From an optimization exercise on the open Yosys and OpenROAD flow, aimed at small area; shortcuts taken in it are not production practice.
The RTL was checked by simulation tests, not by an equivalence proof against the original design.
Power figures rest on the tool's default switching activity, not on a simulated workload.

==> module pcie_cq_engine_64_dword, before the edit <==
module pcie_cq_engine_64_dword(
  input                               CLK                   ,
  input                               RST_N                 ,
  input      [64-1:0]   M_AXIS_CQ_TDATA       ,
  input                               M_AXIS_CQ_TLAST       ,
  input                               M_AXIS_CQ_TVALID      ,
  input  [88-1:0]   M_AXIS_CQ_TUSER       ,
  input      [64 / 32-1:0]   M_AXIS_CQ_TKEEP       ,
  output                              M_AXIS_CQ_TREADY      ,
  input                       [5:0]   PCIE_CQ_NP_REQ_COUNT  ,
  output                              PCIE_CQ_NO_REQ        ,
  input                               MEM_WR_BUSY           ,
  output     [64-1:0]   MEM_WR_DATA           ,
  output     [32-1:0]   MEM_WR_ADDR           ,
  output     [64 / 8-1:0]   MEM_WR_KEEP           ,
  output                              MEM_WR_VALD           ,
  output                              MEM_WR_ERRO           ,
  output                              MEM_WR_LAST           ,
  output                    [7:0]     st_test
);
reg   [1:0]   st        ;
reg   [63:0]  rData     ;
reg   [7:0]   rKeep     ;
reg           rDisc     ;    
reg           rVald     ;
reg           rBusy0    ;    
reg           rBusy1    ;    
reg   [30:0]  rAddr     ;    
reg   [10:0]  rLeft     ;    
wire beat  = M_AXIS_CQ_TVALID ;
wire sIdle = ~st[1] & ~st[0]  ;
wire sHdr  =  st[1] & ~st[0]  ;
wire sPay  =  st[1] &  st[0]  ;
wire sWait = ~st[1] &  st[0]  ;
wire hdrOk = (M_AXIS_CQ_TDATA[14:11] == 4'b0001) && (M_AXIS_CQ_TDATA[10:0] != 11'd0) ;
wire fall  = rBusy1 & ~rBusy0 ;
always @(posedge CLK) begin
  if ( !RST_N )
    st <= 2'b00 ;
  else if ( sIdle )
    st <= (beat && M_AXIS_CQ_TUSER[40]) ? 2'b10 : 2'b00 ;
  else if ( sHdr )
    st <= beat ? (hdrOk ? 2'b11 : 2'b00) : 2'b10 ;
  else if ( sPay )
    st <= (beat && M_AXIS_CQ_TLAST) ? 2'b01 : 2'b11 ;
  else
    st <= fall ? 2'b00 : 2'b01 ;
end
always @(posedge CLK) begin
  rVald <= RST_N & sPay & beat ;
end
always @(posedge CLK) begin
  rData  <= M_AXIS_CQ_TDATA        ;
  rKeep  <= M_AXIS_CQ_TUSER[15:8]  ;
  rDisc  <= M_AXIS_CQ_TUSER[41]    ;
  rBusy0 <= MEM_WR_BUSY            ;
  rBusy1 <= rBusy0                 ;
end
wire        left2 = |rLeft[10:1] ;
wire        inc2  = rVald & left2 ;
wire        inc1  = rVald & ~left2 & rLeft[0] ;
wire [30:1] ac ;
genvar i ;
assign ac[1] = inc2 | (inc1 & rAddr[0]) ;
assign ac[2] = ac[1] & rAddr[1] ;
assign ac[3] = ac[2] & rAddr[2] ;
assign ac[4] = ac[3] & rAddr[3] ;
assign ac[5] = ac[4] & rAddr[4] ;
assign ac[6] = ac[5] & rAddr[5] ;
assign ac[7] = ac[6] & rAddr[6] ;
assign ac[8] = ac[7] & rAddr[7] ;
assign ac[9] = ac[8] & rAddr[8] ;
assign ac[10] = ac[9] & rAddr[9] ;
assign ac[11] = ac[1] & (&rAddr[10:1]) ;
assign ac[12] = ac[11] & rAddr[11] ;
assign ac[13] = ac[12] & rAddr[12] ;
assign ac[14] = ac[13] & rAddr[13] ;
assign ac[15] = ac[14] & rAddr[14] ;
assign ac[16] = ac[15] & rAddr[15] ;
assign ac[17] = ac[16] & rAddr[16] ;
assign ac[18] = ac[17] & rAddr[17] ;
assign ac[19] = ac[18] & rAddr[18] ;
assign ac[20] = ac[19] & rAddr[19] ;
assign ac[21] = ac[11] & (&rAddr[20:11]) ;
assign ac[22] = ac[21] & rAddr[21] ;
assign ac[23] = ac[22] & rAddr[22] ;
assign ac[24] = ac[23] & rAddr[23] ;
assign ac[25] = ac[24] & rAddr[24] ;
assign ac[26] = ac[25] & rAddr[25] ;
assign ac[27] = ac[26] & rAddr[26] ;
assign ac[28] = ac[27] & rAddr[27] ;
assign ac[29] = ac[28] & rAddr[28] ;
assign ac[30] = ac[29] & rAddr[29] ;
wire [10:1] lb ;
assign lb[1] = inc2 ;
generate for (i = 2; i <= 10; i = i + 1) begin : g_lb
  assign lb[i] = lb[i-1] & ~rLeft[i-1] ;
end endgenerate
always @(posedge CLK) begin
  if ( !st[1] )                       
    rAddr <= {1'b0, M_AXIS_CQ_TDATA[31:2]} ;
  else
    rAddr <= {rAddr[30:1] ^ ac, rAddr[0] ^ inc1} ;
end
always @(posedge CLK) begin
  if ( !st[0] )                       
    rLeft <= M_AXIS_CQ_TDATA[10:0] ;
  else
    rLeft <= {rLeft[10:1] ^ lb, rLeft[0] & ~inc1} ;
end
assign M_AXIS_CQ_TREADY = 1'b1 ;
assign PCIE_CQ_NO_REQ   = 1'b0 ;
assign st_test          = {6'd0, st} ;
assign MEM_WR_DATA      = rData ;
assign MEM_WR_ADDR      = {1'b0, rAddr} ;
assign MEM_WR_KEEP      = rKeep ;
assign MEM_WR_VALD      = rVald ;
assign MEM_WR_LAST      = ~st[1] ;
assign MEM_WR_ERRO      = ~st[1] & rDisc ;
endmodule
clock: 4.0 ns
lec_check: 0
cap_margin: 20
core_margin: 2
core_utilization: 40
slew_margin: 20
standard.sh (not shown) runs the stock make flow with config.mk's settings and CLKGATE_MAP_FILE= SYNTH_SCRIPT=/design/flow/synth_recipe.tcl, a recipe that flattens the netlist after the stock synthesis.
==> flow/flow/run.sh <==
#!/bin/bash
# Standard ORFS layout with smaller port buffers and a lighter clock tree.
set -euo pipefail
export BUFFER_PORTS_ARGS="-buffer_cell sky130_fd_sc_hd__buf_1"
export CTS_ARGS="-sink_clustering_enable -repair_clock_nets -dont_use_dummy_load -buf_list {sky130_fd_sc_hd__clkbuf_4 sky130_fd_sc_hd__clkbuf_8}"
bash standard.sh finish > standard_flow.log 2>&1
Rerun with:
--- a/flow/design.v
+++ b/flow/design.v
@@ -27,8 +27,9 @@
 reg           rBusy0    ;    
 reg           rBusy1    ;    
 reg   [30:0]  rAddr     ;    
 reg   [10:0]  rLeft     ;    
+reg           rFirst    ;    
 wire beat  = M_AXIS_CQ_TVALID ;
 wire sIdle = ~st[1] & ~st[0]  ;
 wire sHdr  =  st[1] & ~st[0]  ;
 wire sPay  =  st[1] &  st[0]  ;
@@ -56,59 +57,25 @@
   rDisc  <= M_AXIS_CQ_TUSER[41]    ;
   rBusy0 <= MEM_WR_BUSY            ;
   rBusy1 <= rBusy0                 ;
 end
+wire        step  = beat & ~rFirst ;
 wire        left2 = |rLeft[10:1] ;
-wire        inc2  = rVald & left2 ;
-wire        inc1  = rVald & ~left2 & rLeft[0] ;
-wire [30:1] ac ;
-genvar i ;
-assign ac[1] = inc2 | (inc1 & rAddr[0]) ;
-assign ac[2] = ac[1] & rAddr[1] ;
-assign ac[3] = ac[2] & rAddr[2] ;
-assign ac[4] = ac[3] & rAddr[3] ;
-assign ac[5] = ac[4] & rAddr[4] ;
-assign ac[6] = ac[5] & rAddr[5] ;
-assign ac[7] = ac[6] & rAddr[6] ;
-assign ac[8] = ac[7] & rAddr[7] ;
-assign ac[9] = ac[8] & rAddr[8] ;
-assign ac[10] = ac[9] & rAddr[9] ;
-assign ac[11] = ac[1] & (&rAddr[10:1]) ;
-assign ac[12] = ac[11] & rAddr[11] ;
-assign ac[13] = ac[12] & rAddr[12] ;
-assign ac[14] = ac[13] & rAddr[13] ;
-assign ac[15] = ac[14] & rAddr[14] ;
-assign ac[16] = ac[15] & rAddr[15] ;
-assign ac[17] = ac[16] & rAddr[16] ;
-assign ac[18] = ac[17] & rAddr[17] ;
-assign ac[19] = ac[18] & rAddr[18] ;
-assign ac[20] = ac[19] & rAddr[19] ;
-assign ac[21] = ac[11] & (&rAddr[20:11]) ;
-assign ac[22] = ac[21] & rAddr[21] ;
-assign ac[23] = ac[22] & rAddr[22] ;
-assign ac[24] = ac[23] & rAddr[23] ;
-assign ac[25] = ac[24] & rAddr[24] ;
-assign ac[26] = ac[25] & rAddr[25] ;
-assign ac[27] = ac[26] & rAddr[26] ;
-assign ac[28] = ac[27] & rAddr[27] ;
-assign ac[29] = ac[28] & rAddr[28] ;
-assign ac[30] = ac[29] & rAddr[29] ;
-wire [10:1] lb ;
-assign lb[1] = inc2 ;
-generate for (i = 2; i <= 10; i = i + 1) begin : g_lb
-  assign lb[i] = lb[i-1] & ~rLeft[i-1] ;
-end endgenerate
+wire [1:0]  inc   = step ? (left2 ? 2'd2 : {1'b0, rLeft[0]}) : 2'd0 ;
 always @(posedge CLK) begin
   if ( !st[1] )                       
     rAddr <= {1'b0, M_AXIS_CQ_TDATA[31:2]} ;
   else
-    rAddr <= {rAddr[30:1] ^ ac, rAddr[0] ^ inc1} ;
+    rAddr <= rAddr + inc ;
 end
 always @(posedge CLK) begin
   if ( !st[0] )                       
     rLeft <= M_AXIS_CQ_TDATA[10:0] ;
   else
-    rLeft <= {rLeft[10:1] ^ lb, rLeft[0] & ~inc1} ;
+    rLeft <= rLeft - inc ;
+end
+always @(posedge CLK) begin
+  rFirst <= ~st[0] | (rFirst & ~beat) ;
 end
 assign M_AXIS_CQ_TREADY = 1'b1 ;
 assign PCIE_CQ_NO_REQ   = 1'b0 ;
 assign st_test          = {6'd0, st} ;
The changed run went through all stages and came out clean.
Synthesized area grows by 5.9%.
Fmax came out lower by 9.8%.
Clock power rose by about 0.7%.
Total power is higher by 3.5%.
Die area is higher by 5.6%.

==> port drivers added, routing unchanged <==
In the flow no input, the clock included, has a driving cell. The finished layouts below were timed again as built, in two steps.
Step 1 assumes that a clkbuf_16 drives the clock port and a buf_2 every other input.
Step 2 times the ports against the registers' clock, not the clock port: input delays grow and output delays shrink by t, the midpoint of the rising clock arrivals with the driver on.
a / b / c = ideal ports / drivers / drivers and shift; a / b = the first two.
| run | shift t [ns] | setup slack, ns | latest minus earliest clock arrival (ns) | worst slew at a driven data input, ns |
|---|---|---|---|---|
| the first run | 0.426 | 0.606 / 0.606 / 0.606 | 0.027 / 0.027 | 0.05 |
| the second run | 0.437 | 0.236 / 0.236 / 0.236 | 0.024 / 0.024 | 0.05 |
After both steps every run listed still meets setup and hold.
